Context: an optimization exercise on an open-source flow, tuned for small area. The choices shown serve that exercise and are no tape-out recipe.
No functional check of the RTL was part of any run shown here.
Power and IR drop assume default switching activity.

File: flow/config.mk
export PLATFORM = sky130hd
export DESIGN_NAME = comms
export DESIGN_NICKNAME = comms
export VERILOG_FILES = /design/flow/design.v
export SDC_FILE = /design/flow/constraint.sdc
export NUM_CORES = 4
export LEC_CHECK = 0
export CAP_MARGIN = 20
export CORE_MARGIN = 2
export CORE_UTILIZATION = 40
export CTS_BUF_LIST = sky130_fd_sc_hd__clkbuf_4
export SLEW_MARGIN = 20
File: flow/constraint.sdc
create_clock -name core_clock -period 80.0 [get_ports {clk}]
set_input_delay 16.0000 -clock core_clock [delete_from_list [all_inputs] [get_ports {clk}]]
set_output_delay 16.0000 -clock core_clock [all_outputs]
set_load 0.01 [all_outputs]
File: flow/design.v
module pulse_generator(
    input clk,
    input reset,
    input src,
    output pulse
);
reg q1, q2;
assign pulse = q1 & ~q2;
always @ (posedge clk or posedge reset)
begin
    if (reset) begin
        q1 <= 1'b0;
        q2 <= 1'b0;
    end else begin
        q1 <= src;
        q2 <= q1;
    end
end
endmodule
module uart_byte_tx (
    input clk,
    input reset,
    input [2:0] spd,
    input [7:0] tx_data,
    input pulse,
    output reg tx,
    output reg tx_busy
);
reg [3:0] i;
reg [19:0] counter;
wire [9:0] frame = {1'b1, tx_data, 1'b0};
reg [19:0] cv;
wire [19:0] counter_inc = {counter[18:0], counter[19] ^ counter[2] ^ (counter[18:0] == 19'd0)};
always @ (*)
begin
    case (spd)
        3'd1: cv = 20'h6acfe;    
        3'd2: cv = 20'hd923f;    
        3'd3: cv = 20'h2352e;    
        3'd4: cv = 20'hc9fd5;    
        default: cv = 20'hfc337;  
    endcase
end
always @ (posedge clk or posedge reset)
begin
    if (reset) begin
        counter <= 20'd0;
        tx <= 1'b1;
        i <= 0;
        tx_busy <= 0;
    end else begin
        if (pulse) begin
            tx_busy <= 1'b1;
        end else if (i == 4'd11) begin
           tx_busy <= 1'b0;
           tx <= 1'b1;
           counter <= 20'd0;
        end
        if (tx_busy) begin
            if (counter == 20'd0) begin
                if (i <= 4'd9) begin
                    tx <= frame[i];
                end
                i <= i + 1'b1;
                counter <= counter_inc;
            end else if (counter == cv) begin
                counter <= 20'd0;
            end else begin
                counter <= counter_inc;
            end
        end else begin
            i <= 0;
        end
    end
end
endmodule
module uart_byte_tx_con (
    input clk,
    input reset,
    input [7:0] tx_data,
    input pulse,
    output reg tx,
    output reg tx_busy
);
localparam [9:0] C0 = 10'h001;
localparam [9:0] C868 = 10'h280;
reg [3:0] i;
reg [9:0] counter;
wire [9:0] frame = {1'b1, tx_data, 1'b0};
wire [9:0] counter_inc = {counter[8:0], counter[9] ^ counter[2]};
always @ (posedge clk or posedge reset)
begin
    if (reset) begin
        counter <= C0;
        tx <= 1'b1;
        i <= 0;
        tx_busy <= 0;
    end else begin
        if (pulse) begin
            tx_busy <= 1'b1;
        end else if (i == 4'd11) begin
           tx_busy <= 1'b0;
           tx <= 1'b1;
           counter <= C0;
        end
        if (tx_busy) begin
            if (counter == C0) begin
                if (i <= 4'd9) begin
                    tx <= frame[i];
                end
                i <= i + 1'b1;
                counter <= counter_inc;
            end else if (counter == C868) begin
                counter <= C0;
            end else begin
                counter <= counter_inc;
            end
        end else begin
            i <= 0;
        end
    end
end
endmodule
module uart_rx (
    input clk,
    input reset,
    input [2:0] spd,
    input rx,
    output reg [7:0] rx_data
);
reg [19:0] counter;
reg [4:0] i;
reg rx_busy;
reg [19:0] cv, hv;
wire [19:0] counter_inc = {counter[18:0], counter[19] ^ counter[2] ^ (counter[18:0] == 19'd0)};
always @ (*)
begin
    case (spd)
        3'd1: begin cv = 20'h6acfe; hv = 20'h323df; end    
        3'd2: begin cv = 20'hd923f; hv = 20'h2352e; end    
        3'd3: begin cv = 20'h2352e; hv = 20'h688e5; end    
        3'd4: begin cv = 20'hc9fd5; hv = 20'h91cff; end    
        default: begin cv = 20'hfc337; hv = 20'h2ef2e; end  
    endcase
end
integer k;
always @ (posedge clk or posedge reset)
begin
    if (reset) begin
        rx_data <= 0;
        counter <= 20'd0;
        i <= 0;
        rx_busy <= 1'b0;
    end else begin
        if (rx_busy == 1'b0 && rx == 0) begin
            rx_busy <= 1'b1;
        end else if (rx_busy == 1'b1) begin
            if (counter == hv) begin
                for (k = 1; k <= 8; k = k + 1)
                    if (i == k) rx_data[k-1] <= rx;
                i <= i + 1'b1;
                counter <= counter_inc;
            end else if (counter == cv) begin
                counter <= 20'd0;
                if (i == 9) begin
                    rx_busy <= 1'b0;
                    i <= 0;
                end
            end else begin
                counter <= counter_inc;
            end
        end
    end
end
endmodule
module uart_rx_con (
    input clk,
    input reset,
    input rx,
    input clr_buffer,
    output reg [7:0] rx_data,
    output reg rx_busy
);
localparam [9:0] C0 = 10'h001;
localparam [9:0] C434 = 10'h063;
localparam [9:0] C868 = 10'h280;
reg [9:0] counter;
reg [3:0] i;
wire [9:0] counter_inc = {counter[8:0], counter[9] ^ counter[2]};
integer k;
always @ (posedge clk or posedge reset)
begin
    if (reset) begin
        rx_data <= 0;
        counter <= C0;
        i <= 0;
        rx_busy <= 1'b0;
    end else begin
        if (clr_buffer) begin
            rx_data <= 0;
            counter <= C0;
            i <= 0;
            rx_busy <= 0;
        end else begin
            if (rx_busy == 1'b0 && rx == 0) begin
                rx_busy <= 1'b1;
            end else if (rx_busy == 1'b1) begin
                if (counter == C434) begin
                    for (k = 1; k <= 8; k = k + 1)
                        if (i == k) rx_data[k-1] <= rx;
                    i <= i + 1'b1;
                    counter <= counter_inc;
                end else if (counter == C868) begin
                    counter <= C0;
                    if (i == 9) begin
                        rx_busy <= 1'b0;
                        i <= 0;
                    end
                end else begin
                    counter <= counter_inc;
                end
            end
        end
    end
end
endmodule
module uart_8bytes_tx(
    input clk,
    input reset,
    input err,
    input pulse,
    output tx,
    output reg tx_busy_8bytes
);
localparam IDLE = 2'd0;
localparam READY = 2'd1;
localparam TRIGGER = 2'd2;
localparam XMIT = 2'd3;
reg send_byte;
reg [1:0] state, next_state;
reg [2:0] k;
reg [2:0] code;
reg [7:0] byte2send;
reg [2:0] next_code;
wire tx_busy_1byte;
reg [1:0] tx_busy_r;
always @ (*)
begin
    case (code)
        3'd1: byte2send = 8'h0a;
        3'd2: byte2send = 8'h0d;
        3'd3: byte2send = "k";
        3'd4: byte2send = "o";
        3'd5: byte2send = "r";
        3'd6: byte2send = "e";
        default: byte2send = 8'h00;
    endcase
end
always @ (*)
begin
    case (k)
        3'd1: next_code = 3'd1;
        3'd2: next_code = 3'd2;
        3'd3: next_code = err ? 3'd5 : 3'd3;
        3'd4: next_code = 3'd4;
        3'd5, 3'd6: next_code = 3'd5;
        default: next_code = 3'd6;
    endcase
end
uart_byte_tx_con uart_byte_tx(.clk(clk), .reset(reset), .tx_data(byte2send), .pulse(send_byte), .tx(tx), .tx_busy(tx_busy_1byte));
always @ (*)
begin
    case (state)
        IDLE: next_state = pulse ? READY : IDLE;
        READY: next_state = TRIGGER;
        TRIGGER: next_state = XMIT;
        default: begin
            if (tx_busy_r == 2'b10 && k != 0)
                next_state = TRIGGER;
            else if (k == 0)
                next_state = IDLE;
            else
                next_state = XMIT;
        end
    endcase
end
always @ (posedge clk or posedge reset)
begin
    if (reset) begin
        state <= IDLE;
    end else begin
        state <= next_state;
    end
end
always @ (posedge clk)
begin
    tx_busy_r <= {tx_busy_r[0], tx_busy_1byte};
end
always @ (posedge clk or posedge reset)
begin
    if (reset) begin
        send_byte <= 0;
        k <= 0;
        tx_busy_8bytes <= 0;
        code <= 0;
    end else begin
        if (state == IDLE) begin
            send_byte <= 0;
            k <= err ? 3'd7 : 3'd4;
            tx_busy_8bytes <= pulse;
        end else if (state == READY) begin
        end else if (state == TRIGGER) begin
            if (k != 0)
                code <= next_code;
            send_byte <= 1;
            k <= k - 1'b1;
        end else begin
            send_byte <= 0;
        end
    end
end
endmodule
module uart(
    input clk,
    input reset,
    input send,
    input [2:0] spd,
    input [7:0] tx_data,
    input rx,
    output tx,
    output [7:0] rx_data
);
wire pulse;
pulse_generator pulse_generator(.clk(clk), .reset(reset), .src(send), .pulse(pulse));
uart_rx uart_rx(.clk(clk), .reset(reset), .spd(spd), .rx(rx), .rx_data(rx_data));
uart_byte_tx uart_byte_tx(.clk(clk), .reset(reset), .spd(spd), .tx_data(tx_data), .pulse(pulse), .tx(tx), .tx_busy());
endmodule
module console(
    input clk,
    input reset,
    input rx,
    output tx,
    output reg [1:0] mode,
    output reg [2:0] uart_spd,
    output reg [2:0] spi_spd,
    output reg spi_mode,
    output reg spi_cpol,
    output reg spi_cpha,
    output reg i2c_mode,
    output reg [1:0] i2c_spd
);
localparam UART = 2'd0;
localparam SPI = 2'd1;
localparam I2C = 2'd2;
localparam STANDBY = 2'd0;
localparam RESPOND = 2'd1;
localparam WAIT = 2'd2;
localparam SLAVE = 1'b0;
localparam MASTER = 1'b1;
reg clear_buffer;
wire rx_busy;
reg [1:0] rx_busy_r;
always @ (posedge clk or posedge reset)
begin
    if (reset) begin
        rx_busy_r <= 0;
    end else begin
        rx_busy_r <= {rx_busy_r[0], rx_busy};
    end
end
wire rx_busy_fedge = (rx_busy_r == 2'b10);
wire [7:0] received_byte;
reg send;
reg resp_err;
wire tx_busy;
reg [1:0] tx_busy_r;
wire tx_busy_fedge = (tx_busy_r == 2'b10);
always @ (posedge clk or posedge reset)
begin
    if (reset) begin
        tx_busy_r <= 0;
    end else begin
        tx_busy_r <= {tx_busy_r[0], tx_busy};
    end
end
uart_rx_con console_rx(.clk(clk), .reset(reset), .rx(rx), .rx_data(received_byte), .rx_busy(rx_busy), .clr_buffer(clear_buffer));
uart_8bytes_tx console_tx(.clk(clk), .reset(reset), .err(resp_err), .pulse(send), .tx(tx), .tx_busy_8bytes(tx_busy));
reg [1:0] state, next_state;
reg [3:0] act;
localparam CW = 4;
localparam PW = 4;
reg [CW-1:0] cand, ncand;
reg [PW-1:0] p, np;
reg [4:0] zl, nz;
reg [2:0] val, nv;
reg [7:0] e;       
reg wild01, wild15, ends_a;
wire [7:0] c = received_byte;
always @ (*)
begin
    e = 8'h0a; wild01 = 1'b0; wild15 = 1'b0; ends_a = 1'b0;
    case ({cand, p})
        {4'd0, 4'd0}: begin e = "A"; end
        {4'd0, 4'd1}: begin e = "T"; end
        {4'd0, 4'd2}: begin e = 8'h0d; end
        {4'd1, 4'd3}: begin e = "M"; end
        {4'd1, 4'd4}: begin e = "O"; end
        {4'd1, 4'd5}: begin e = "D"; end
        {4'd1, 4'd6}: begin e = "E"; end
        {4'd1, 4'd7}: begin e = "="; end
        {4'd1, 4'd8}: begin e = "U"; end
        {4'd1, 4'd9}: begin e = "A"; end
        {4'd1, 4'd10}: begin e = "R"; ends_a = 1'b1; end
        {4'd1, 4'd11}: begin e = "T"; end
        {4'd1, 4'd12}: begin e = 8'h0d; end
        {4'd2, 4'd9}: begin e = "P"; end
        {4'd2, 4'd10}: begin e = "I"; end
        {4'd2, 4'd11}: begin e = 8'h0d; end
        {4'd3, 4'd9}: begin e = "2"; end
        {4'd3, 4'd10}: begin e = "C"; end
        {4'd3, 4'd11}: begin e = 8'h0d; end
        {4'd4, 4'd4}: begin e = "P"; end
        {4'd4, 4'd5}: begin e = "I"; end
        {4'd4, 4'd6}: begin e = "="; end
        {4'd4, 4'd7}: begin e = "M"; end
        {4'd4, 4'd8}: begin e = "A"; end
        {4'd4, 4'd9}: begin e = "S"; ends_a = 1'b1; end
        {4'd4, 4'd10}: begin e = "T"; end
        {4'd4, 4'd11}: begin e = "E"; end
        {4'd4, 4'd12}: begin e = "R"; end
        {4'd4, 4'd13}: begin e = 8'h0d; end
        {4'd5, 4'd8}: begin e = "L"; end
        {4'd5, 4'd9}: begin e = "A"; end
        {4'd5, 4'd10}: begin e = "V"; ends_a = 1'b1; end
        {4'd5, 4'd11}: begin e = "E"; end
        {4'd5, 4'd12}: begin e = 8'h0d; end
        {4'd6, 4'd4}: begin e = "P"; end
        {4'd6, 4'd5}: begin e = "O"; end
        {4'd6, 4'd6}: begin e = "L"; end
        {4'd6, 4'd7}: begin e = "="; end
        {4'd6, 4'd8}: wild01 = 1'b1;
        {4'd6, 4'd9}: begin e = 8'h0d; end
        {4'd7, 4'd6}: begin e = "A"; end
        {4'd7, 4'd7}: begin e = "="; ends_a = 1'b1; end
        {4'd7, 4'd8}: wild01 = 1'b1;
        {4'd7, 4'd9}: begin e = 8'h0d; end
        {4'd8, 4'd4}: begin e = "2"; end
        {4'd8, 4'd5}: begin e = "C"; end
        {4'd8, 4'd6}: begin e = "="; end
        {4'd8, 4'd7}: begin e = "M"; end
        {4'd8, 4'd8}: begin e = "A"; end
        {4'd8, 4'd9}: begin e = "S"; ends_a = 1'b1; end
        {4'd8, 4'd10}: begin e = "T"; end
        {4'd8, 4'd11}: begin e = "E"; end
        {4'd8, 4'd12}: begin e = "R"; end
        {4'd8, 4'd13}: begin e = 8'h0d; end
        {4'd9, 4'd8}: begin e = "L"; end
        {4'd9, 4'd9}: begin e = "A"; end
        {4'd9, 4'd10}: begin e = "V"; ends_a = 1'b1; end
        {4'd9, 4'd11}: begin e = "E"; end
        {4'd9, 4'd12}: begin e = 8'h0d; end
        {4'd10, 4'd4}: begin e = "A"; end
        {4'd10, 4'd5}: begin e = "R"; ends_a = 1'b1; end
        {4'd10, 4'd6}: begin e = "T"; end
        {4'd10, 4'd7}: begin e = "S"; end
        {4'd10, 4'd8}: begin e = "P"; end
        {4'd10, 4'd9}: begin e = "E"; end
        {4'd10, 4'd10}: begin e = "E"; end
        {4'd10, 4'd11}: begin e = "D"; end
        {4'd10, 4'd12}: begin e = "="; end
        {4'd10, 4'd13}: wild15 = 1'b1;
        {4'd10, 4'd14}: begin e = 8'h0d; end
        {4'd11, 4'd7}: begin e = "P"; end
        {4'd11, 4'd8}: begin e = "E"; end
        {4'd11, 4'd9}: begin e = "E"; end
        {4'd11, 4'd10}: begin e = "D"; end
        {4'd11, 4'd11}: begin e = "="; end
        {4'd11, 4'd12}: wild15 = 1'b1;
        {4'd11, 4'd13}: begin e = 8'h0d; end
        {4'd12, 4'd7}: begin e = "P"; end
        {4'd12, 4'd8}: begin e = "E"; end
        {4'd12, 4'd9}: begin e = "E"; end
        {4'd12, 4'd10}: begin e = "D"; end
        {4'd12, 4'd11}: begin e = "="; end
        {4'd12, 4'd12}: wild15 = 1'b1;
        {4'd12, 4'd13}: begin e = 8'h0d; end
        default: ;
    endcase
end
reg brh; reg [CW-1:0] bcand;
always @ (*)
begin
    brh = 1'b0; bcand = cand;
    if (cand == 4'd0 && p == 4'd2 && c == "+") begin brh = 1'b1; bcand = 4'd1; end
    if (cand == 4'd1 && p == 4'd8 && c == "S") begin brh = 1'b1; bcand = 4'd2; end
    if (cand == 4'd1 && p == 4'd8 && c == "I") begin brh = 1'b1; bcand = 4'd3; end
    if (cand == 4'd1 && p == 4'd3 && c == "S") begin brh = 1'b1; bcand = 4'd4; end
    if (cand == 4'd4 && p == 4'd7 && c == "S") begin brh = 1'b1; bcand = 4'd5; end
    if (cand == 4'd1 && p == 4'd3 && c == "C") begin brh = 1'b1; bcand = 4'd6; end
    if (cand == 4'd6 && p == 4'd5 && c == "H") begin brh = 1'b1; bcand = 4'd7; end
    if (cand == 4'd1 && p == 4'd3 && c == "I") begin brh = 1'b1; bcand = 4'd8; end
    if (cand == 4'd8 && p == 4'd7 && c == "S") begin brh = 1'b1; bcand = 4'd9; end
    if (cand == 4'd1 && p == 4'd3 && c == "U") begin brh = 1'b1; bcand = 4'd10; end
    if (cand == 4'd4 && p == 4'd6 && c == "S") begin brh = 1'b1; bcand = 4'd11; end
    if (cand == 4'd8 && p == 4'd6 && c == "S") begin brh = 1'b1; bcand = 4'd12; end
end
wire m_ok = (c == e) || (wild01 && (c == "0" || c == "1")) || (wild15 && c >= "1" && c <= "5");
always @ (*)
begin
    ncand = cand; np = p + 1'b1; nz = zl; nv = val;
    if (c == 8'h00) begin
        ncand = 0; np = 0;
        nz = (p == 0) ? (zl[4] ? zl : zl + 1'b1) : 5'd1;
    end else if (m_ok || brh) begin
        ncand = brh ? bcand : cand;
        if (wild01 || wild15) nv = c[2:0];
    end else begin
        ncand = 0; nz = 5'd0;
        if (c == "A") np = 1;
        else if (c == "T" && ends_a) np = 2;
        else np = 0;
    end
end
always @ (*)
begin
    act = 4'd0;
    case ({cand, p})
        {4'd0, 4'd3}: if (zl[4]) act = 4'd1;  
        {4'd1, 4'd13}: if ((zl >= 5'd6)) act = 4'd2;  
        {4'd2, 4'd12}: if ((zl >= 5'd7)) act = 4'd3;  
        {4'd3, 4'd12}: if ((zl >= 5'd7)) act = 4'd4;  
        {4'd4, 4'd14}: if ((zl >= 5'd5)) act = 4'd5;  
        {4'd5, 4'd13}: if ((zl >= 5'd6)) act = 4'd6;  
        {4'd6, 4'd10}: if ((zl >= 5'd9)) act = 4'd7;  
        {4'd7, 4'd10}: if ((zl >= 5'd9)) act = 4'd8;  
        {4'd8, 4'd14}: if ((zl >= 5'd5)) act = 4'd9;  
        {4'd9, 4'd13}: if ((zl >= 5'd6)) act = 4'd10;  
        {4'd10, 4'd15}: if (1'b1) act = 4'd11;  
        {4'd11, 4'd14}: if (1'b1) act = 4'd12;  
        {4'd12, 4'd14}: if (1'b1) act = 4'd13;  
        default: ;
    endcase
end
localparam [3:0] A_AT = 4'd1;
localparam [3:0] A_MODE_UART = 4'd2;
localparam [3:0] A_MODE_SPI = 4'd3;
localparam [3:0] A_MODE_I2C = 4'd4;
localparam [3:0] A_SPI_MASTER = 4'd5;
localparam [3:0] A_SPI_SLAVE = 4'd6;
localparam [3:0] A_CPOL = 4'd7;
localparam [3:0] A_CPHA = 4'd8;
localparam [3:0] A_I2C_MASTER = 4'd9;
localparam [3:0] A_I2C_SLAVE = 4'd10;
localparam [3:0] A_UART_SPEED = 4'd11;
localparam [3:0] A_SPI_SPEED = 4'd12;
localparam [3:0] A_I2C_SPEED = 4'd13;
always @ (*)
begin
    case (state)
        STANDBY: next_state = (rx_busy_fedge && received_byte == 8'h0a) ? RESPOND : STANDBY;
        RESPOND: next_state = WAIT;
        WAIT: next_state = tx_busy_fedge ? STANDBY : WAIT;
        default: next_state = STANDBY;
    endcase
end
always @ (posedge clk or posedge reset)
begin
    if (reset) begin
        state <= STANDBY;
    end else begin
        state <= next_state;
    end
end
always @ (posedge clk or posedge reset)
begin
    if (reset) begin
        cand <= 0;
        p <= 0;
        zl <= 5'd16;
        val <= 3'd0;
    end else begin
        if (state == STANDBY) begin
            if (rx_busy_fedge && received_byte != 8'h0a) begin
                cand <= ncand;
                p <= np;
                zl <= nz;
                val <= nv;
            end
        end else if (state == RESPOND) begin
            cand <= 0;
            p <= 0;
            zl <= 5'd16;
        end
    end
end
always @ (posedge clk or posedge reset)
begin
    if (reset) begin
        resp_err <= 0;
        send <= 0;
        mode <= SPI;
        uart_spd <= 3'd3;
        spi_spd <= 3'd3;
        i2c_spd <= 2'd0;
        spi_mode <= SLAVE;
        spi_cpol <= 0;
        spi_cpha <= 0;
        i2c_mode <= SLAVE;
        clear_buffer <= 0;
    end else begin
        if (state == STANDBY) begin
            send <= 0;
            clear_buffer <= rx_busy_fedge;
        end else if (state == RESPOND) begin
            send <= 1;
            clear_buffer <= 0;
            resp_err <= (act == 4'd0);
            case (act)
                A_MODE_UART: mode <= UART;
                A_MODE_SPI: mode <= SPI;
                A_MODE_I2C: mode <= I2C;
                A_SPI_MASTER: spi_mode <= MASTER;
                A_SPI_SLAVE: spi_mode <= SLAVE;
                A_CPOL: spi_cpol <= val[0];
                A_CPHA: spi_cpha <= val[0];
                A_I2C_MASTER: i2c_mode <= MASTER;
                A_I2C_SLAVE: i2c_mode <= SLAVE;
                A_UART_SPEED: uart_spd <= val;
                A_SPI_SPEED: spi_spd <= val;
                A_I2C_SPEED: i2c_spd <= (val == 3'd5) ? 2'd2 : (val == 3'd4) ? 2'd1 : 2'd0;
                default: ;
            endcase
        end else if (state == WAIT) begin
            send <= 0;
        end
    end
end
endmodule
module spi_master(
    input clk,
    input reset,
    input pulse1,
    input pulse2,
    input [2:0] spd,
    input [7:0] data2send,
    input cpol,
    input cpha,
    input miso,
    output reg sclk,
    output reg cs1,
    output reg cs2,
    output reg mosi,
    output reg [7:0] data_received
);
localparam IDLE = 3'd0;
localparam CHIP1SELECT = 3'd1;
localparam CHIP2SELECT = 3'd2;
localparam CPHA0DELAY = 3'd3;
localparam CPHA1DELAY = 3'd4;
localparam CPHA0_DATA_PHASE = 3'd5;
localparam CPHA1_DATA_PHASE = 3'd6;
reg [7:0] counter;
wire [7:0] counter_inc = {counter[6:0], counter[7] ^ counter[6] ^ counter[1] ^ counter[0] ^ (counter[6:0] == 7'd0)};
reg signed [3:0] bit4tx;
reg signed [3:0] bit4rx;
reg [2:0] state, next_state;
reg activate_counter;
reg full_counted, half_counted;
always @ (*)
begin
    case (spd)
        3'd2: begin full_counted = (counter == 8'h54); half_counted = (counter == 8'hff); end  
        3'd3: begin full_counted = (counter == 8'hff); half_counted = (counter == 8'h38); end  
        3'd4: begin full_counted = (counter == 8'hb5); half_counted = (counter == 8'h0d); end  
        3'd5: begin full_counted = (counter == 8'h01); half_counted = (counter == 8'h00); end  
        default: begin full_counted = 1'b0; half_counted = 1'b0; end
    endcase
end
wire data_phase = (state == CPHA0_DATA_PHASE) || (state == CPHA1_DATA_PHASE);
always @ (*)
begin
    case (state)
        IDLE : begin
            if (pulse1)
                next_state = CHIP1SELECT;
            else if (pulse2)
                next_state = CHIP2SELECT;
            else
                next_state = state;
        end
        CHIP1SELECT, CHIP2SELECT : begin
            if (cpha == 0)
                next_state = CPHA0_DATA_PHASE;
            else
                next_state = CPHA1DELAY;
        end
        CPHA1DELAY : begin
            if (half_counted)
                next_state = CPHA1_DATA_PHASE;
            else
                next_state = state;
        end
        CPHA0_DATA_PHASE, CPHA1_DATA_PHASE: begin
            if (bit4tx == -1) begin
                if (cpha == 0)
                    next_state = CPHA0DELAY;
                else
                    next_state = IDLE;
            end else begin
                next_state = state;
            end
        end
        CPHA0DELAY : begin
            if (half_counted)
                next_state = IDLE;
            else
                next_state = state;
        end
        default : begin
            next_state = IDLE;
        end
    endcase
end
always @ (posedge clk or posedge reset)
begin
    if (reset) begin
        counter <= 0;
    end else begin
        if (activate_counter) begin
            if (full_counted)
                counter <= 0;
            else
                counter <= counter_inc;
         end else begin
            counter <= 0;
         end
    end
end
always @ (posedge clk or posedge reset)
begin
    if (reset) begin
        state <= IDLE;
    end else begin
        state <= next_state;
    end
end
always @ (posedge clk or posedge reset)
begin
    if (reset) begin
        sclk <= 1'b0;
    end else begin
        if (state == IDLE) begin
            sclk <= cpol;
        end else if (state == CPHA0_DATA_PHASE && bit4tx >= 0) begin
            if (half_counted || full_counted) begin
                sclk <= ~sclk;
            end
        end else if (state == CPHA1_DATA_PHASE && bit4tx >= 0) begin
            if (counter == 0 || half_counted) begin
                sclk <= ~sclk;
            end
        end else begin
            sclk <= 0;
        end
    end
end
always @ (posedge clk or posedge reset)
begin
    if (reset) begin
        bit4tx <= 7;
        cs1 <= 1;
        cs2 <= 1;
        activate_counter <= 0;
        mosi <= 1'b0;
    end else begin
        if (state == IDLE) begin
            cs1 <= 1;
            cs2 <= 1;
            mosi <= 1'b0;
            bit4tx <= 7;
            activate_counter <= 0;
        end else if (state == CHIP1SELECT) begin
            cs1 <= 0;
        end else if (state == CHIP2SELECT) begin
            cs2 <= 0;
        end else if (state == CPHA1DELAY) begin
            mosi <= 0;
            activate_counter <= !half_counted;
        end else if (data_phase) begin
            activate_counter <= 1;
            if (counter == 0) begin
                if (bit4tx >= 0) begin
                    mosi <= data2send[bit4tx[2:0]];
                end
            end else if (full_counted) begin
                bit4tx <= bit4tx - 1'b1;
                if (bit4tx == -1)
                    activate_counter <= 0;
            end
        end else if (state == CPHA0DELAY) begin
            mosi <= 1'b0;
            activate_counter <= 1;
        end
    end
end
always @ (posedge clk or posedge reset)
begin
    if (reset) begin
        data_received <= 0;
        bit4rx <= 7;
    end else begin
        if (bit4rx != -1) begin
            if (data_phase) begin
                if (half_counted) begin
                    data_received[bit4rx[2:0]] <= miso;
                    bit4rx <= bit4rx - 1'b1;
                end
            end
        end else begin
            bit4rx <= 7;
        end
    end
end
endmodule
module spi_slave(
    input clk,
    input reset,
    input cpol,
    input cpha,
    input sclk,
    input cs,
    input mosi,
    input [7:0] data2send,
    output reg miso,
    output reg [7:0] data_received
);
reg [1:0] sclkr;
reg [1:0] csr;
reg signed [3:0] bit4tx;
wire cs_fedge = (csr == 2'b10);
wire cs_redge = (csr == 2'b01);
wire time2sample = (cpha == 0) ? (sclkr == {cpol, !cpol}) : (sclkr == {!cpol, cpol});
wire time2send = (bit4tx != -1) && (cpha == 0 ? ((sclkr == {!cpol, cpol}) || cs_fedge) : (sclkr == {cpol, !cpol}));
reg state;
always @ (posedge clk or posedge reset)
begin
    if (reset) begin
        csr <= 2'b11;
        sclkr <= 2'b00;
        state <= 1'b0;
    end else begin
        csr <= {csr[0], cs};
        sclkr <= {sclkr[0], sclk};
        if (state == 1'b0)
            state <= cs_fedge;
        else
            state <= !cs_redge;
    end
end
always @ (posedge clk or posedge reset)
begin
    if (reset) begin
        data_received <= 0;
    end else begin
        if (state && time2sample)
            data_received <= {data_received[6:0], mosi};
    end
end
always @ (posedge clk)
begin
    if (time2send)
        miso <= data2send[bit4tx[2:0]];
    else if (!state)
        miso <= 1'b0;
end
always @ (posedge clk or posedge reset)
begin
    if (reset) begin
        bit4tx <= 7;
    end else begin
        if (time2send)
            bit4tx <= bit4tx - 1'b1;
        else if (!state)
            bit4tx <= 7;
    end
end
endmodule
module spi(
    input clk,
    input reset,
    input mode,  
    input [2:0] spd,
    input cpol,
    input cpha,
    input [7:0] data2send,
    input send1,
    input send2,
    input master_miso,
    input slave_mosi,
    input slave_sclk,
    input slave_cs,
    output [7:0] data_received,
    output master_sclk,
    output master_mosi,
    output slave_miso,
    output master_cs1,
    output master_cs2
);
localparam SLAVE = 1'b0;
wire [7:0] slave_data_received, master_data_received;
wire pulse1, pulse2;
assign data_received = (mode == SLAVE ? slave_data_received : master_data_received);
pulse_generator pulse_generator1(.clk(clk), .reset(reset), .src(send1), .pulse(pulse1));
pulse_generator pulse_generator2(.clk(clk), .reset(reset), .src(send2), .pulse(pulse2));
spi_master spi_master(.clk(clk), .reset(reset), .pulse1(pulse1), .pulse2(pulse2), .data2send(data2send), .spd(spd), .cpol(cpol), .cpha(cpha),
                      .sclk(master_sclk), .cs1(master_cs1), .cs2(master_cs2), .mosi(master_mosi), .miso(master_miso), .data_received(master_data_received));
spi_slave spi_slave(.clk(clk), .reset(reset), .cpol(cpol), .cpha(cpha), .sclk(slave_sclk), .cs(slave_cs), .mosi(slave_mosi),
                    .miso(slave_miso), .data2send(data2send), .data_received(slave_data_received));
endmodule
module i2c_master(
    input clk,
    input reset,
    input [1:0] spd,
    input [6:0] addr2send,
    input [7:0] data2send,
    input pulse,
    output scl,
    input sda_i,
    output sda_o,
    output sda_oe
);
localparam [2:0] IDLE = 0;
localparam [2:0] START = 1;
localparam [2:0] ADDR = 2;
localparam [2:0] RW = 3;
localparam [2:0] ADDR_ACK = 4;
localparam [2:0] DATA1 = 5;
localparam [2:0] DATA1_ACK = 6;
localparam [2:0] STOP = 7;
reg reg_sda;
reg reg_scl;
reg sda_driving;
reg scl_driving;
reg [11:0] counter;
wire [11:0] counter_inc = {counter[10:0], counter[11] ^ counter[7] ^ counter[1] ^ counter[0] ^ (counter[10:0] == 11'd0)};
reg [2:0] state, next_state;
reg signed [4:0] bit_idx;
reg addr_acknowledged;
reg is4q, is3q, is2q, is1q;
always @ (*)
begin
    case (spd)
        2'd0: begin is4q = counter == 12'h468; is3q = counter == 12'h085; is2q = counter == 12'h946; is1q = counter == 12'h1a1; end
        2'd1: begin is4q = counter == 12'h1a1; is3q = counter == 12'h8c4; is2q = counter == 12'ha8c; is1q = counter == 12'hb42; end
        default: begin is4q = counter == 12'hfa3; is3q = counter == 12'h8bf; is2q = counter == 12'h6f1; is1q = counter == 12'h06d; end
    endcase
end
assign sda_o = reg_sda;
assign sda_oe = sda_driving;
assign scl = scl_driving ? reg_scl : 1'b1;
always @ (*)
begin
    next_state = state;
    case (state)
        IDLE: if (pulse) next_state = START;
        START: if (is4q) next_state = ADDR;
        ADDR: if (bit_idx == -1 && is4q) next_state = RW;
        RW: if (is4q) next_state = ADDR_ACK;
        ADDR_ACK: if (is4q) next_state = addr_acknowledged ? DATA1 : STOP;
        DATA1: if (bit_idx == -1 && is4q) next_state = DATA1_ACK;
        DATA1_ACK: if (is4q) next_state = STOP;
        default: if (is4q) next_state = IDLE;
    endcase
end
always @ (posedge clk or posedge reset)
begin
    if (reset) begin
        state <= IDLE;
    end else begin
        state <= next_state;
    end
end
always @ (posedge clk or posedge reset)
begin
    if (reset) begin
        counter <= 0;
    end else begin
        if (state != IDLE) begin
            if (is4q) begin
                counter <= 0;
            end else begin
                counter <= counter_inc;
            end
        end
    end
end
always @ (posedge clk or posedge reset)
begin
    if (reset) begin
        reg_scl <= 0;
        scl_driving <= 0;
    end else begin
        if (state == IDLE) begin
            scl_driving <= 0;
        end else if (state == START) begin
            scl_driving <= 1;
            if (counter == 0) begin
                reg_scl <= 1;
            end else if (is2q) begin
                reg_scl <= 0;
            end
        end else if (state == STOP) begin
            scl_driving <= 0;
        end else begin
            if (is1q) begin
                reg_scl <= 1;
            end else if (is3q) begin
                reg_scl <= 0;
            end
        end
    end
end
always @ (posedge clk or posedge reset)
begin
    if (reset) begin
        bit_idx <= 6;
        addr_acknowledged <= 0;
        sda_driving <= 0;
        reg_sda <= 0;
    end else begin
        case (state)
        IDLE: begin
            sda_driving <= 0;
            reg_sda <= 0;
            addr_acknowledged <= 0;
            bit_idx <= 6;
        end
        START: begin
            sda_driving <= 1;
            if (counter == 0) begin
                reg_sda <= 0;
            end else if (is4q) begin
                reg_sda <= addr2send[bit_idx];
                bit_idx <= bit_idx - 1'b1;
            end
        end
        ADDR: begin
            if (is4q) begin
                reg_sda <= (bit_idx >= 0 ? addr2send[bit_idx] : 1'b0);
                bit_idx <= bit_idx - 1'b1;
            end
        end
        RW: begin
            if (is4q) begin
                sda_driving <= 0;
            end
        end
        ADDR_ACK: begin
            if (is1q) begin
                bit_idx <= 7;
                addr_acknowledged <= (sda_i == 0);
            end else if (is4q) begin
                sda_driving <= 1;
                reg_sda <= data2send[bit_idx];
                bit_idx <= bit_idx - 1'b1;
            end
        end
        DATA1: begin
            sda_driving <= 1;
            if (is4q) begin
                if (bit_idx >= 0) begin
                    reg_sda <= data2send[bit_idx];
                    bit_idx <= bit_idx - 1'b1;
                end else begin
                    sda_driving <= 0;
                end
            end
        end
        DATA1_ACK: begin
            if (is1q) begin
            end else if (is3q) begin
                sda_driving <= 1;
                reg_sda <= 0;
            end
        end
        default: begin  
            if (counter == 0) begin
                reg_sda <= 0;
            end else if (is4q) begin
                sda_driving <= 0;
            end
        end
        endcase
    end
end
endmodule
module i2c_slave(
    input clk,
    input reset,
    input scl,
    input sda_i,
    output sda_o,
    output sda_oe,
    output reg [7:0] data_received
);
localparam [6:0] SLAVE_ADDRESS = 7'h33;
localparam [2:0] IDLE = 0;
localparam [2:0] START = 1;
localparam [2:0] ADDR = 2;
localparam [2:0] RW = 3;
localparam [2:0] ADDR_ACK = 4;
localparam [2:0] DATA1 = 5;
localparam [2:0] DATA1_ACK = 6;
reg [6:0] received_address;
reg [1:0] sclr, sdar;
reg [2:0] state, next_state;
reg signed [4:0] bit_count;
wire scl_redge = (sclr == 2'b01);
wire scl_fedge = (sclr == 2'b10);
wire sda_redge = (sdar == 2'b01);
wire sda_fedge = (sdar == 2'b10);
wire addr_match = (received_address == SLAVE_ADDRESS);
reg sda_driving;
reg sda_out;
assign sda_o = sda_out;
assign sda_oe = sda_driving;
always @ (*)
begin
    next_state = state;
    if (scl && sda_redge) begin
        next_state = IDLE;
    end else begin
        case (state)
            IDLE: if (scl && sda_fedge) next_state = START;
            START: if (scl_redge) next_state = ADDR;
            ADDR: if (scl_redge && bit_count == 0) next_state = RW;
            RW: if (scl_redge && bit_count == -1) next_state = ADDR_ACK;
            ADDR_ACK: if (scl_redge) next_state = DATA1;
            DATA1: if (scl_redge && bit_count == 0) next_state = DATA1_ACK;
            DATA1_ACK: ;
            default: next_state = IDLE;
        endcase
    end
end
always @ (posedge clk or posedge reset)
begin
    if (reset) begin
        sclr <= 2'b11;
        sdar <= 2'b11;
        state <= IDLE;
    end else begin
        sclr <= {sclr[0], scl};
        sdar <= {sdar[0], sda_i};
        state <= next_state;
    end
end
always @ (posedge clk or posedge reset)
begin
    if (reset) begin
        bit_count <= 7;
        sda_driving <= 0;
        sda_out <= 0;
        received_address <= 0;
        data_received <= 0;
    end else begin
        case (state)
        IDLE: begin
            bit_count <= 7;
            sda_driving <= 0;
            sda_out <= 0;
            received_address <= 0;
        end
        ADDR: begin
            if (scl_fedge) begin
                if (bit_count >= 0) begin
                    if (bit_count > 0) begin
                        received_address <= {received_address[5:0], sda_i};
                    end
                    bit_count <= bit_count - 1'b1;
                end
            end
        end
        RW: begin
            if (scl_fedge) begin
                bit_count <= bit_count - 1'b1;
                sda_driving <= 1;
                sda_out <= ~addr_match;
            end
        end
        ADDR_ACK: begin
            bit_count <= 8;
            if (scl_fedge) begin
                sda_driving <= 0;
            end
        end
        DATA1: begin
            if (scl_fedge) begin
                if (bit_count > 0) begin
                    if (bit_count == 1) begin
                        sda_driving <= 1;
                        sda_out <= 0;
                    end
                    data_received <= {data_received[6:0], sda_i};
                    bit_count <= bit_count - 1'b1;
                end
            end
        end
        DATA1_ACK: begin
            if (scl_fedge) begin
                sda_driving <= 0;
            end
        end
        default: ;
        endcase
    end
end
endmodule
module i2c(
    input clk,
    input reset,
    input [1:0] spd,
    input mode,
    input [6:0] addr2send,
    input [7:0] data2send,
    input send,
    input slave_scl,
    input slave_sda_i,
    output slave_sda_o,
    output slave_sda_oe,
    output master_scl,
    input master_sda_i,
    output master_sda_o,
    output master_sda_oe,
    output [7:0] data_received
);
wire pulse;
pulse_generator pulse_generator1(.clk(clk), .reset(reset), .src(send), .pulse(pulse));
i2c_master i2c_master(.clk(clk), .reset(reset), .spd(spd), .addr2send(addr2send), .data2send(data2send), .pulse(pulse), .scl(master_scl), .sda_i(master_sda_i), .sda_o(master_sda_o), .sda_oe(master_sda_oe));
i2c_slave i2c_slave(.clk(clk), .reset(reset), .scl(slave_scl), .sda_i(slave_sda_i), .sda_o(slave_sda_o), .sda_oe(slave_sda_oe), .data_received(data_received));
endmodule
module comms(
    input clk,
    input BTNC,
    input BTNU,
    input BTND,
    input BTNR,
    input BTNL,
    input[7:0] D_SW,
    output [7:0] LED,
    output JA1,
    input JA2,
    output JA3,
    input JA4,
    output JB1,
    input JB2,
    output JB3,
    output JB7,
    output JB8,
    input JA7,
    output JA8,
    input JA9,
    input JA10,
    output JB9,
    input JB10_I,
    output JB10_O,
    output JB10_OE,
    input JC1_N,
    input JC1_P_I,
    output JC1_P_O,
    output JC1_P_OE
);
localparam UART = 2'd0;
localparam SPI = 2'd1;
wire [1:0] mode;
wire [7:0] uart_data_received;
wire [2:0] uart_spd;
wire [7:0] spi_data_received;
wire spi_mode, cpol, cpha;
wire [2:0] spi_spd;
wire [7:0] i2c_data_received;
wire i2c_mode;
wire [1:0] i2c_spd;
assign LED = (mode == UART ? uart_data_received : (mode == SPI ? spi_data_received : i2c_data_received));
console console(.clk(clk), .reset(BTNC), .tx(JA1), .rx(JA2), .mode(mode), .uart_spd(uart_spd), .spi_spd(spi_spd),
                .spi_mode(spi_mode), .spi_cpol(cpol), .spi_cpha(cpha),
                .i2c_mode(i2c_mode), .i2c_spd(i2c_spd));
uart uart(.clk(clk), .reset(BTNC), .spd(uart_spd), .send(BTND), .tx_data(D_SW), .rx(JA4), .tx(JA3), .rx_data(uart_data_received));
spi spi(.clk(clk), .reset(BTNC), .mode(spi_mode), .spd(spi_spd), .cpol(cpol), .cpha(cpha), .data2send(D_SW), .data_received(spi_data_received),
        .send1(BTNR), .send2(BTNL), .master_sclk(JB1), .master_miso(JB2), .master_mosi(JB3), .master_cs1(JB7), .master_cs2(JB8),
        .slave_sclk(JA7), .slave_miso(JA8), .slave_mosi(JA9), .slave_cs(JA10));
i2c i2c(.clk(clk), .reset(BTNC), .spd(i2c_spd), .mode(i2c_mode), .addr2send(D_SW[6:0]), .data2send(D_SW), .send(BTNU),
        .master_scl(JB9), .master_sda_i(JB10_I), .master_sda_o(JB10_O), .master_sda_oe(JB10_OE),
        .slave_scl(JC1_N), .slave_sda_i(JC1_P_I), .slave_sda_o(JC1_P_O), .slave_sda_oe(JC1_P_OE), .data_received(i2c_data_received));
endmodule
File: flow/run.sh
#!/bin/bash
# synth_recipe.tcl (not shown) runs the flow's synth.tcl, then flattens the netlist and writes it again
# the make line also repeats each setting of config.mk as NAME=value (left out here)
make -C /OpenROAD-flow-scripts/flow DESIGN_CONFIG=/design/flow/config.mk WORK_HOME=/design/flow/orfs CLKGATE_MAP_FILE= SYNTH_SCRIPT=/design/flow/synth_recipe.tcl finish
==> results by group, run 1 <==
Clock network
  • Max Root-Sink Buffers: 3
  • Worst-Skew Late Latency: about 0.83 ns
  • H-Tree Depth: 3
  • CTS tree: built
  • Postcts setup bufs: 0
  • Inserted Clock Buffers: 75
  • CTS Sinks: about 260
  • Root Buffer: clkbuf_4
  • Number of gates resized after CTS: 0
  • Number of hold buffers added after CTS: 0
  • CTS clk-pin slew, worst paths: 0.06 ns

Synthesis
  • Post-synth cell types: 106
  • Commonest cells in the netlist: nand2_1 (240), dfrtp_1 (226), o21ai_0 (140)
  • Net Count, Synth: 2063
  • Synth Register Bits: 261
  • Yosys top cell area share: approximately 33%
  • Sequential share of the synthesized area: a little under two fifths
  • Synth area leader: dfrtp_1
  • Syn Area/Cell: between 8 and 9 um^2
  • Top-count cell post-synth: nand2_1
  • Synth Instances: 1982
  • Number of synthesized flops with an enable pin: 1
  • Most common flop cell mapped by yosys: dfrtp_1
  • Synth warn: 11
  • Ys async rst share: 98.85%
  • Cell Area, Synth: ~17000 um^2
  • Synth area leaders: dfrtp_1 (33%), nand2_1 (5.2%), dfstp_2 (4.9%)

Setup path
  • CP Data Arrival Time: 2.67 ns
  • Delay-heaviest family, CP: flip-flops
  • Critical path peak fanout: 10
  • Worst path required time: 64.00 ns
  • Slowest cell delay on critical path: 0.67 ns
  • Crit-path cells: mux2i_1, nand2_1, o21ai_0, o21ai_0, clkdlybuf4s50_1
  • Internal reg-to-reg setup slack: ~75 ns
  • Critical path startpoint: console.spi_mode$_DFFE_PP0P_
  • Worst Reg2Reg Path Length in Cells: 12
  • Setup CP Type: reg2out
  • Setup crit end: LED[0]
  • Worst Path Buf+Inv: 1
  • Worst path slowest cell: dfrtp_1
  • Worst setup SP type: register
  • Worst flop-to-flop path startpoint: console.p[1]$_DFFE_PP0P_
  • Crit path depth: 5
  • R2R Path End: console.val[1]$_DFFE_PP0P_
  • Crit path capture type: output port
  • Crit-path most repeated cell: o21ai_0

Timing
  • Final Setup Violations: 0
  • Fin crit share: 23.33%
  • Fin. Hold Viols: 0
  • Final slew viol count: 0
  • Worst hold slack: about 0.35 ns
  • Worst Max-Slew Pin Slew: 1.100 ns
  • F_max: roughly 0.054 GHz
  • Max_slew headroom: 25.66%
  • Final worst slack: 61.33 ns
  • RSZ-0062 raised after global routing: false
  • Min cycle time layout: 18.67 ns
  • Setup_tns: 0 ns
  • Worst Clk Skew: 0.07709 ns

Finish
  • Share of post-route cells with drive strength above 1: ~13%
  • Filler cell count: 4212
  • Layout Nets: 2065
  • Final Util: 44.23%
  • Register area: 6566 um^2
  • Area Growth Syn to Fin: 9.761%
  • Final std cells w/o fill: around 2.6k
  • Final Instance Area: around 19000 um^2
  • Multi-input gate area: 9734 um^2

Global routing
  • First-pass GRT wire length: 73.11 mm
  • Total track usage: 19.83%
  • Gr ovfl total: 0
  • Initial antenna violation count: 2
  • Vias in the first global route: 14.27k
  • Pin count of the biggest net entering global routing: 110

Detailed routing
  • Initial DRT Pass Iterations: 6
  • Metal-1 WL: 20.11 mm
  • DRC viols: 0
  • Routed length on met3: around 2.8 mm
  • Post-DRT Antenna Nets: 0
  • Vias: 15.03k
  • DRT iter0 DRCs: 1714
  • Vias per inst: 5.797
  • Per-cell routed wire length: 17.05 um
  • Top routing layer used: met4
  • Routed WL: 44.20 mm
  • Routed met2 length: 20.19 mm

Power and ir drop
  • Sw Pwr: approximately 0.14 mW
  • Peak supply drop: roughly 10 uV
  • PwrDens: between 20 and 25 nW/um^2
  • Clock power share: 32.0%
  • P_leak: 7.804 nW
  • Total Power: 0.4151 mW
  • Cell Int Power: 0.2727 mW
  • Combinational Power Share: 22.6%
  • Sequential share of power: between 40% and 50%
  • Switching Share: approximately a third

Floorplanning
  • I/O Pins: 43
  • DIE WIDTH: around 210 um
  • Core area: 42790 um^2
  • Initial core utilization: 40.29%
  • Num rows: between 70 and 80
  • Die area: 44780 um^2
  • DIE HEIGHT: around 210 um

Place
  • Port bufs: 42
  • Dpl ws: roughly 62 ns
  • Post-DP HPWL: 29.65 mm
  • Placed Area: approximately 18000 um^2
  • Gpl congestion: 0.9233
  • DP Cell Count: 2452

Hold path
  • Worst min-delay path class: reg2reg

Outcome
  • Status: complete, no violations

Run
  • Max-cap violations: 0
-- routing by layer --
layer  vias to the layer above  track usage, %
li1                       7278               -
met1                      7192           26.62
met2                       470           30.92
met3                        85           4.317
met4                         0           8.354
met5                         -               0
-- worst register-to-register path: stages, from the launching register on --
cell and delay, ns:
dfrtp_1 0.75, ha_1 0.68, inv_1 0.11, ha_1 0.30
nand2b_1 0.10, o31ai_1 0.06, a2111oi_0 0.42, nor3_1 0.11
or4b_1 0.66, xor2_1 0.30, a41oi_4 0.27, a211oi_4 0.39
mux2_2 0.38
-- power groups by stage --
stage	Combinational (mW)	Sequential [mW]	Clock, mW
2_1_floorplan	0.0875	0.170	0
3_3_place_gp	0.0919	0.190	0
3_5_place_dp	0.0941	0.190	0
4_1_cts	0.0944	0.188	0.138
5_1_grt	0.107	0.193	0.145
6_report	0.0940	0.188	0.133
-- area by class of cell --
class / instances / area share [%]
multi-input cells: 1494 / 51.44
flip-flops and latches: 261 / 34.70
clock buffers: 114 / 4.522
well taps: 546 / 3.610
repair buffers: 56 / 2.883
inverters: 96 / 1.950
clock inverters: 21 / 0.8463
diodes: 4 / 0.05289
-- layout by cell type (no fill, tap or decap), drive strengths merged, types with 9 or more instances in the layout --
cell           instances
a2111oi                9
a211oi                16
a21o                  12
a21oi                105
a22o                  31
a311oi                10
a31oi                 21
and2                  13
and3                  19
buf                   14
clkbuf               114
clkdlybuf4s50         42
clkinv                19
dfrtp                226
dfstp                 32
ha                    58
inv                   94
mux2                  54
mux2i                 34
nand2                240
nand2b                39
nand3                 85
nand3b                15
nand4                 23
nand4b                14
nor2                 140
nor2b                 25
nor3                  44
nor3b                 13
nor4                  29
nor4b                 11
o21ai                144
o22ai                 28
o31ai                 20
or3                   13
or4                    9
xnor2                 36
xor2                  13
-- flip-flops by register name, summed over array words and instances (netlist names), 5 cells and up --
signal and count:
i2c.i2c_slave.data_received 8, uart.uart_byte_tx.counter 20, console.zl 5, uart.uart_rx.i 5, spi.spi_master.counter 8, i2c.i2c_slave.bit_count 5
i2c.i2c_master.bit_idx 5, console.console_tx.uart_byte_tx.counter 10, spi.spi_slave.data_received 8, i2c.i2c_master.counter 12, i2c.i2c_slave.received_address 7, spi.spi_master.data_received 8
console.console_rx.rx_data 8, uart.uart_rx.rx_data 8, uart.uart_rx.counter 20, console.console_rx.counter 10
-- how the worst min path moves through the flow --
| stage | from | to | slack, ns | cells past startpoint |
|---|---|---|---|---|
| CTS | console.console_tx.tx_busy_r[0]$_DFF_P_ | console.console_tx.tx_busy_r[1]$_DFF_P_ | 0.35 | 0 |
| floorplan | console.console_tx.tx_busy_r[0]$_DFF_P_ | console.console_tx.tx_busy_r[1]$_DFF_P_ | 0.33 | 0 |
| global route | console.console_tx.tx_busy_r[0]$_DFF_P_ | console.console_tx.tx_busy_r[1]$_DFF_P_ | 0.37 | 0 |
| detailed placement | console.console_tx.tx_busy_r[0]$_DFF_P_ | console.console_tx.tx_busy_r[1]$_DFF_P_ | 0.34 | 0 |
| finish | console.console_tx.tx_busy_r[0]$_DFF_P_ | console.console_tx.tx_busy_r[1]$_DFF_P_ | 0.35 | 0 |
| global placement | console.console_tx.tx_busy_r[0]$_DFF_P_ | console.console_tx.tx_busy_r[1]$_DFF_P_ | 0.34 | 0 |
-- cells by family (layout without fill, tap and decap cells) --
logic type | after synthesis | count (layout) | synth area share (%)
other cells | 0 | 4 | 0
mux | 95 | 95 | 6.415
compound gates | 526 | 526 | 20.52
fa+ha+maj | 60 | 60 | 4.325
xor+xnor | 49 | 49 | 2.533
buf+inv | 227 | 287 | 5.493
simple gates | 764 | 764 | 22.63
flops | 261 | 261 | 38.08
==> run 2, diff against run 1 <==
--- a/flow/config.mk
+++ b/flow/config.mk
@@ -9,4 +9,4 @@
 export CORE_MARGIN = 2
 export CORE_UTILIZATION = 40
-export CTS_BUF_LIST = sky130_fd_sc_hd__clkbuf_4
+export CTS_BUF_LIST = sky130_fd_sc_hd__clkbuf_2
 export SLEW_MARGIN = 20
==> results by group, run 2 <==
Clock network
  • Postcts setup bufs: 0
  • Root Buffer: clkbuf_2
  • H-Tree Depth: 3
  • CTS clk-pin slew, worst paths: 0.10 ns
  • Worst-Skew Late Latency: 1.01 ns
  • Number of hold buffers added after CTS: 0
  • Number of gates resized after CTS: 0
  • CTS Sinks: approximately 260
  • CTS tree: built
  • Inserted Clock Buffers: 72
  • Max Root-Sink Buffers: 3

Synthesis
  • Mux contribution to synthesized area: 6.415%
  • Synth area leaders: dfrtp_1 (33%), nand2_1 (5.2%), dfstp_2 (4.9%)
  • Cell Area, Synth: 17240 um^2
  • Net Count, Synth: 2063
  • Synth Register Bits: between 200 and 300
  • Xor/xnor share of the synthesized area: 2.533%
  • Number of synthesized flops with an enable pin: 1
  • Post-Synth Simple-Gate Area: 22.63%
  • Top-count cell post-synth: nand2_1
  • Synth Instances: 1982
  • Synth warn: 11
  • Most common flop cell mapped by yosys: dfrtp_1
  • Sequential share of the synthesized area: between 30% and 40%
  • Compound-Gate Fraction of Synth Area: 20.52%
  • Syn Area/Cell: roughly 8.7 um^2
  • Synth area leader: dfrtp_1
  • Commonest cells in the netlist: nand2_1 (240), dfrtp_1 (226), o21ai_0 (140)
  • Yosys top cell area share: 32.80%
  • Post-synth cell types: between 100 and 150
  • Ys async rst share: 98.85%
  • Adder-cell share of the synthesized area: 4.325%
  • Largest family of logic cells by synthesized area: simple AND/OR/NAND/NOR gates

Power and ir drop
  • Sequential share of power: 49.0%
  • PwrDens: 20.63 nW/um^2
  • Clock power share: 26.5%
  • Combinational Power Share: 24.5%
  • Cell Int Power: roughly 0.24 mW
  • Sw Pwr: 0.1402 mW
  • Switching Share: 36.57%
  • P_leak: between 7 and 8 nW
  • Peak supply drop: 9.089 uV

Floorplanning
  • Initial core utilization: 40.29%
  • I/O Pins: between 40 and 50
  • DIE HEIGHT: around 210 um
  • DIE WIDTH: approximately 210 um
  • Num rows: 76
  • Core area: 42790 um^2
  • Die area: about 45000 um^2

Timing
  • Setup_tns: 0 ns
  • RSZ-0062 raised after global routing: false
  • Max_slew headroom: 24.87%
  • Worst Clk Skew: 0.1023 ns
  • Worst Max-Slew Pin Slew: between 1 and 1.5 ns
  • Final Setup Violations: 0
  • F_max: approximately 0.053 GHz
  • Min cycle time layout: about 19 ns
  • Final slew viol count: 0
  • Fin. Hold Viols: 0
  • Fin crit share: 23.53%
  • Worst hold slack: 0.3386 ns

Detailed routing
  • Per-cell routed wire length: 17.09 um
  • Vias: 15.05k
  • DRC viols: 0
  • DRT iter0 DRCs: between 1.5k and 2k
  • Initial DRT Pass Iterations: 5
  • Routed WL: 44.18 mm
  • Post-DRT Antenna Nets: 0
  • Vias per inst: ~5.8

Finish
  • Most common cell after layout, fill and taps aside: nand2_1
  • Share of post-route cells with drive strength above 1: 12.37%
  • Layout Nets: 2062
  • Most frequent cells in the layout: nand2_1 (240), dfrtp_1 (226), o21ai_0 (140)
  • Area Growth Syn to Fin: 7.808%
  • Filler cell count: about 4.3k
  • Top flop regs: uart.uart_byte_tx.counter x20, uart.uart_rx.counter x20, i2c.i2c_master.counter x12

Global routing
  • Pin count of the biggest net entering global routing: 110
  • Vias in the first global route: about 14k
  • Total track usage: 19.76%
  • Initial antenna violation count: 1
  • Gr ovfl total: 0
  • First-pass GRT wire length: 72.95 mm

Setup path
  • CP Data Arrival Time: 2.83 ns
  • Crit path capture type: output port
  • Critical path peak fanout: 10
  • Worst setup SP type: register
  • Setup CP Type: reg2out
  • Internal reg-to-reg setup slack: 75.35 ns
  • Worst path required time: 64.00 ns

Run
  • Max-cap violations: 0

Place
  • Port bufs: 42
  • Post-DP HPWL: 29.65 mm
  • Gpl congestion: 0.9233

Hold path
  • Worst min-delay path class: reg2reg

Outcome
  • Status: complete, no violations
-- run 2: cell counts after synthesis --
No cell type changed its count.
-- run 2: routing by layer --
| layer | track usage, % | wire length [um] |
|---|---|---|
| met2 | 30.78 | 20260 |
| met5 | 0 | 0 |
| met1 | 26.49 | 19890 |
| met3 | 4.317 | 2820 |
| met4 | 8.475 | 1205 |
-- run 2: final timing paths --
path                                                             endpoint                            from  cells after the start
worst max-delay path                                               LED[0]    console.spi_mode$_DFFE_PP0P_                      5
worst min-delay path                       console.rx_busy_r[1]$_DFF_PP0_  console.rx_busy_r[0]$_DFF_PP0_                      0
worst max register to register                 console.val[1]$_DFFE_PP0P_        console.p[1]$_DFFE_PP0P_                     12
worst min register to register             console.rx_busy_r[1]$_DFF_PP0_  console.rx_busy_r[0]$_DFF_PP0_                      0
max in group asynchronous            uart.uart_rx.counter[10]$_DFFE_PP0P_                            BTNC                      3
min in group asynchronous       console.console_rx.rx_data[3]$_DFFE_PP0P_                            BTNC                      2
-- run 2: layout make-up --
cell class                      instances  area, um^2  area share [%]
Multi-Input combinational cell       1494        9734           52.37
Tap cell                              546       683.2           3.675
Timing Repair Buffer                   56       545.5           2.935
Clock inverter                         22       141.4          0.7606
Inverter                               96       369.1           1.986
Antenna cell                            1       2.502         0.01346
Clock buffer                          109       545.5           2.935
Sequential cell                       261        6566           35.33
-- run 2: logic make-up after synthesis --
logic type,after synthesis
adders and majority gates,60
and+or+nand+nor,764
AOI/OAI and AO/OA,526
xor gates and xnor gates,49
DFF,261
muxes,95
buffers and inverters,227
-- run 2: critical path: stages (launching register included) --
cell             delay (ns)
dfrtp_1                0.68
mux2i_1                0.14
nand2_1                0.08
o21ai_0                0.10
o21ai_0                0.28
clkdlybuf4s50_1        0.60
-- run 2: metrics by stage --
stage / cell area (um^2) / total power, mW / util, % / setup slack (ns) / cells
floorplan: 17240 / 0.2575 / - / 56.95 / 1982
global placement: 17870 / 0.2815 / 41.76 / 61.85 / 2452
detailed placement: 17870 / 0.2839 / 41.76 / 61.83 / 2452
CTS: 18560 / 0.3889 / 43.37 / 61.05 / 2583
global route: 18590 / 0.4136 / 43.44 / 60.95 / 2585
finish: 18590 / 0.3835 / 43.44 / 61.17 / 2585
-- run 2: power groups by stage --
stage | clock (mW) | combinational (mW) | sequential [mW]
finish | 0.102 | 0.0941 | 0.188
global route | 0.114 | 0.107 | 0.193
global placement | 0 | 0.0919 | 0.190
detailed placement | 0 | 0.0941 | 0.190
floorplan | 0 | 0.0875 | 0.170
CTS | 0.107 | 0.0944 | 0.187

-- re-timing with driven ports --
No port has a modelled driver above. Below, the same layouts with a new extraction and two added sets of constraints.
Step 1: set_driving_cell puts a clkbuf_16 on clk and a buf_2 on each other input, an assumption about the parent block.
Step 2 also shifts input and output timing later by t, the mid clock arrival at the registers, as if the neighbouring blocks saw the same clock.
a / b / c = ideal ports / drivers / drivers and shift; a / b = the first two.
| run | t (ns) | setup WS [ns] | worst setup path at the end | worst slew at a driven data input, ns |
|---|---|---|---|---|
| run 1 | 0.839 | 61.332 / 61.280 / 61.973 | input, reset recovery | 0.07 |
| run 2 | 1.008 | 61.174 / 61.118 / 61.943 | input, reset recovery | 0.08 |
After both steps every run listed still meets setup and hold. Setup slack includes reset recovery checks.
